Context: an optimization exercise on an open-source flow, tuned for small area, a short achievable clock period and few clock cycles per item. The choices shown serve that exercise and are no tape-out recipe.
At most, simulation tests tie the RTL to the original design; equivalence was not proved.
The RTL of run 2 was laid out without a check of its function.

==> flow/design.v, too long to show whole: its modules and the start of the top module <==
// module multiply: 962 lines
// module benc: 6 lines
// module kg000: 5 lines
// module kg001: 5 lines
// module kg110: 5 lines
// module kg111: 5 lines
// module kp00: 5 lines
// module kp01: 5 lines
// module kp10: 5 lines
// module kp11: 5 lines
// module fa: 6 lines
// module ha: 6 lines
module multiply (clk, prod, fin, mcand, mplier, reset);
  // ...
==> flow/flow/run.sh <==
#!/bin/bash
# Standard layout, but with plain buffers on the ports instead of delay cells.
export BUFFER_PORTS_ARGS="-buffer_cell sky130_fd_sc_hd__buf_2"
bash standard.sh > standard.log 2>&1
==> flow/standard.sh <==
#!/bin/bash
# synth_recipe.tcl (not shown) runs the flow's synth.tcl, then flattens the netlist and writes it again
# the make line also repeats each setting of config.mk as NAME=value (left out here)
make -C /OpenROAD-flow-scripts/flow DESIGN_CONFIG=/design/flow/config.mk WORK_HOME=/design/flow/orfs CLKGATE_MAP_FILE= SYNTH_SCRIPT=/design/flow/synth_recipe.tcl "${@:-finish}"
==> flow/config.mk <==
export PLATFORM = sky130hd
export DESIGN_NAME = multiply
export DESIGN_NICKNAME = multiply
export VERILOG_FILES = /design/flow/design.v
export SDC_FILE = /design/flow/constraint.sdc
export NUM_CORES = 4
export LEC_CHECK = 0
export CAP_MARGIN = 20
export CORE_MARGIN = 2
export CORE_UTILIZATION = 40
export SETUP_SLACK_MARGIN = 0.65
export SLEW_MARGIN = 20
export SYNTH_HIERARCHICAL = 1
export SYNTH_MINIMUM_KEEP_SIZE = 0
==> flow/constraint.sdc <==
create_clock -name core_clock -period 4.5 [get_ports {clk}]
set_input_delay 0.9000 -clock core_clock [delete_from_list [all_inputs] [get_ports {clk}]]
set_output_delay 0.9000 -clock core_clock [all_outputs]
set_load 0.01 [all_outputs]
==> flow_metrics.tcl, run 1 <==
set metrics [dict create \
    crit_fanout 32 \
    yosysMostFrequentCell "xnor2_1" \
    rrSetupSlack_ns 0.86 \
    seqCellArea_sq_um 2570 \
    synth_area_sq_um 14600 \
    critPathKind "primary input to register" \
    start_kind "primary input" \
    wl_per_cell_microns 21.4 \
    multiInputCombCellCount 1119 \
    routed_wl_microns 42300 \
    top_layer "met4" \
    cts_htree_levels 4 \
    outcome "no timing/DRC/antenna violations" \
    synth_top_area_share 0.263 \
    drive_gt1_frac 0.215 \
    seq_cell_count 128 \
    grt_start_max_net_pins 52 \
    timing.fmax_mhz 269 \
    crit_chain "buf_2 > nand2b_1 > o21ai_2 > a21o_1 > buf_12 > a22oi_1 > xnor2_1 > fa_1 > fa_1 > fa_1 > fa_1" \
    critPathTopFamily "adder cells" \
    async_reset_ff_frac 0 \
    ctsHoldBuffers 0 \
    drt_iter0_drc 879 \
    synth_compound_area_frac 0.182 \
    grt_pass1_wl_microns 67300 \
    ys_top_cells_by_area "fa_1 (26%), dfxtp_1 (18%), xnor2_1 (13%)" \
    final_cell_mix "xnor2_1 (223), fa_1 (191), a22oi_1 (186)" \
    overflow 0 \
    ios 131 \
    finalNetCount 1856 \
    critPathMaxStageDelay_ns 0.57 \
    clkCellAreaFrac 0.0357 \
    min_to "cnt[1]" \
    tightestPinTransition_ns 0.775 \
    yosys_most_used_dff "dfxtp_1" \
    clkbuf_count 17 \
    cts_made_buffers 17 \
    synth_common_cells "xnor2_1 (223), fa_1 (191), a22oi_1 (186)" \
    cap_violations 0 \
    instances_no_fill 1983 \
    fin_tns_setup_ns 0 \
]
Testbench counts, summed over its fixed seeds: cycles 12,800, items 3,200.
==> run 2, diff against run 1 <==
--- a/flow/design.v
+++ b/flow/design.v
@@ -7,17 +7,17 @@
 	reg [1:0] cnt;		 
 	reg [32:0] S, C;	 
 	reg [11:0] lx, ly;	 
 	reg cin;		 
 	reg [5:0] e1, e2;	 
 	reg [23:0] sh;	 
 	assign fin = (cnt == 3);
 	wire [35:0] mpx = {4'd0, mplier};
-	wire ld = first;	 
+	wire ld = (cnt == 0);	 
 	wire [12:0] nxt = ld ? mpx[23:11] : sh[23:11];	 
 	wire [32:0] a = S & {33{~ld}} | {1'b1, 32'd0} & {33{ld}};
 	wire [32:0] b = C & {33{~ld}};
 	wire [33:0] m1 = {2'b00, mcand};
 	wire [33:0] m2 = {1'b0, mcand, 1'b0};
 	wire [2:0] f0 = {mplier[1], mplier[0], 1'b0};
 	wire [2:0] q0 = nxt[2:0];
 	wire fs1_0, fs2_0;
==> run 2 against run 1 <==
Net effect: still clean; synthesized cell count up 0.28%; utilization about the same; fmax fell by 0.15%; sequential share of layout area barely moved; via count increased by 0.93%; global-route usage up 0.62 points; cell area down 0.23%; register-to-register slack improved by 0.05 ns.
==> flow_metrics.tcl, run 2 <==
set metrics [dict create \
    io_buffer_count 130 \
    antenna_found_initial 0 \
    crit_top_cell "fa_1" \
    tightestPinTransition_ns 0.846 \
    drt_iter0_drc 909 \
    stdcell_area_sq_um 16400 \
    crit_chain "buf_2 > nand2b_1 > o21ai_2 > a21o_1 > buf_12 > a22oi_1 > xnor2_1 > fa_1 > fa_1 > fa_1 > fa_1" \
    fin_crit_sh 0.827 \
    ys_warn_count 7 \
    async_reset_ff_frac 0 \
    n_fill_cell 3403 \
    fp-row-count 69 \
    crit_fanout 32 \
    grt_start_max_net_pins 63 \
    rsz0062_at_grt "false" \
    finalClockSkew_ns 0.0150 \
    setup_viol 0 \
    post-route-min-period_ns 3.72 \
    cts_tree "done" \
    clock_sinks 128 \
    synth_xor_xnor_area_share 0.155 \
    gp_routability_congestion 0.850 \
    synth_mux_area_frac 0.0157 \
    drv_slew 0 \
    ant_nets 0 \
    synth_compound_area_frac 0.181 \
    vias 11100 \
    relSlewSlack 0.435 \
    track_usage 0.235 \
    grt_pass1_wl_microns 68500 \
    ys_top_cells_by_area "fa_1 (26%), dfxtp_1 (18%), xnor2_1 (14%)" \
    outcome "no timing/DRC/antenna violations" \
    crit_path_end_kind "register" \
    synth_edf_count 0 \
    hold_class "register to register" \
    synth_area_sq_um 14500 \
    crit_required_ns 4.80 \
    timing.fmax_mhz 269 \
    ios 131 \
    yosysMostFrequentCell "xnor2_1" \
    crit_arrival_ns 4.02 \
    critPathKind "primary input to register" \
    initial_core_util 0.407 \
    finalNetCount 1859 \
    synth_top_area_share 0.264 \
    cts_htree_levels 4 \
    core-area_sq_um 35700 \
    overflow 0 \
    cts_made_buffers 17 \
    syn_to_final_growth_pct 13.3 \
    yosys.area_share.simple 0.0779 \
    cap_violations 0 \
    final_common_cell "xnor2_1" \
    final_hold_viol_count 0 \
    dr.pass1.iters 15 \
    worstHoldStart "cnt[1]" \
    routed_wl_microns 43600 \
    start_kind "primary input" \
    wl_per_cell_microns 22.0 \
    place_area_sq_um 15700 \
    crit_slowest_cell "fa_1" \
    die-area_sq_um 37800 \
    seq_area_frac_synth 0.177 \
    cts-root-buf "clkbuf_16" \
    die_w_microns 194 \
    synth_cells 1419 \
    final_cell_mix "xnor2_1 (224), fa_1 (191), a22oi_1 (186)" \
    drcViolationCount 0 \
    seqCellArea_sq_um 2570 \
    synth_common_cells "xnor2_1 (225), fa_1 (191), a22oi_1 (186)" \
    drive_gt1_frac 0.211 \
    clockBufferDepth 2 \
    yosysTopAreaCell "fa_1" \
    multi_input_area_sq_um 11300 \
    yosys_most_used_dff "dfxtp_1" \
    clk_pin_slew_ns 0.07 \
    syn_avg_cell_area_sq_um 10.2 \
    ctsHoldBuffers 0 \
    r2r-start "first" \
    synth_top_family_by_area "adder cells" \
    vias_per_cell 5.61 \
    largestRegisters "C x32, S x32, sh x24" \
    grt_pass1_vias 12000 \
    dp_hpwl_microns 31600 \
    critPathMaxStageDelay_ns 0.54 \
    clk_latency_ns 0.44 \
    fin_tns_setup_ns 0 \
    ys_ff_latch 128 \
    crit_path_start "mplier[1]" \
    yosys.cell_types.count 42 \
    synthAdderAreaFrac 0.345 \
    fp.dieH_microns 194 \
    insertedDiodeCount 0 \
]
## run 2: cell types whose count changed after synthesis, moves of 3 or more
cell,before,now
a21oi_1,12,16
buf_2,55,42
clkbuf_1,39,57
mux2i_1,13,16
## run 2: critical path: cells and delay by family
family | cells | cell delay (ns)
XOR/XNOR | 1 | 0.29
AND/OR/NAND/NOR | 1 | 0.15
AO/OA/AOI/OAI | 3 | 0.41
adder cells (fa/ha/maj) | 4 | 1.90
buffers and inverters | 2 | 0.35
## run 2: worst paths after layout
path                            endpoint  cells past startpoint  slack, ns
worst max-delay path                C[1]                     11       0.78
worst min-delay path              cnt[1]                      2       0.53
worst max register to register     C[22]                      9       0.91
worst min register to register    cnt[1]                      2       0.53
## run 2: cell families after synthesis
group,after synthesis
adders and majority gates,285
muxes,22
other,1
buffers and inverters,174
DFF,128
and+or+nand+nor,204
xor gates and xnor gates,256
AOI/OAI and AO/OA,349
## run 2: modules after synthesis, one instance, submodules excluded
module,area (sq um),cells,flops+latches
kp00,3.75,1,0
kp10,13.8,1,0
benc,31.3,4,0
kg001,12.5,2,0
kg000,8.76,1,0
multiply,8280,928,128
fa,20.0,1,0
kp01,6.26,1,0
kp11,3.75,1,0
kg110,12.5,2,0
ha,12.5,1,0
kg111,5.00,1,0
## run 2: metal layers
layer | vias to the layer above | track usage | share of wire
met4 | 0 | 0.0846 | 0.027
li1 | 4998 | - | -
met1 | 5596 | 0.300 | 0.41
met5 | - | 0 | 0
met3 | 74 | 0.0422 | 0.072
met2 | 457 | 0.399 | 0.49
## run 2: what timing repair did
item | CTS | global route
setup endpoints to repair | 51 | 42
pin swaps | 2 | 1
buffers inserted | 4 | 2
resized for setup | 7 | 12
## run 2: area by class of cell
type,instances,share of cell area
flip-flops and latches,128,0.156
multi-input cells,1120,0.690
clock buffers,17,0.0259
inverters,72,0.0164
well taps,461,0.0351
repair buffers,169,0.0681
clock inverters,15,0.00853
## run 2: metrics by stage
stage / setup slack [ns] / cells / util / hold WS [ns]
global route: 0.652 / 1982 / 0.461 / 0.595
detailed placement: 0.301 / 1944 / 0.441 / 0.529
CTS: 0.640 / 1980 / 0.459 / 0.544
global placement: 0.373 / 1944 / 0.441 / 0.512
floorplan: 0.633 / 1422 / - / 0.490
finish: 0.780 / 1982 / 0.461 / 0.533

## separate check: timing with driven ports
No port has a modelled driver above. Below, the same layouts with a new extraction and two added sets of constraints. Step 1 assumes that a clkbuf_16 drives the clock port and a buf_2 every other input. Step 2, shift: input delay + t, output delay - t, t = (earliest + latest rising clock arrival at the registers) / 2. This alone moves slack from input paths to output paths. Three values: ideal, step 1, step 2; two values: the first two.
| run | t (ns) | setup WS [ns] | clock arrival spread, ns |
|---|---|---|---|
| run 1 | 0.478 | 0.785 / 0.752 / 0.328 | 0.016 / 0.016 |
| run 2 | 0.482 | 0.780 / 0.768 / 0.314 | 0.015 / 0.015 |
After both steps every run listed still meets setup and hold. For run 2, which loses most, drivers alone change the setup slack by -0.012 ns; drivers and shift together by -0.466 ns.
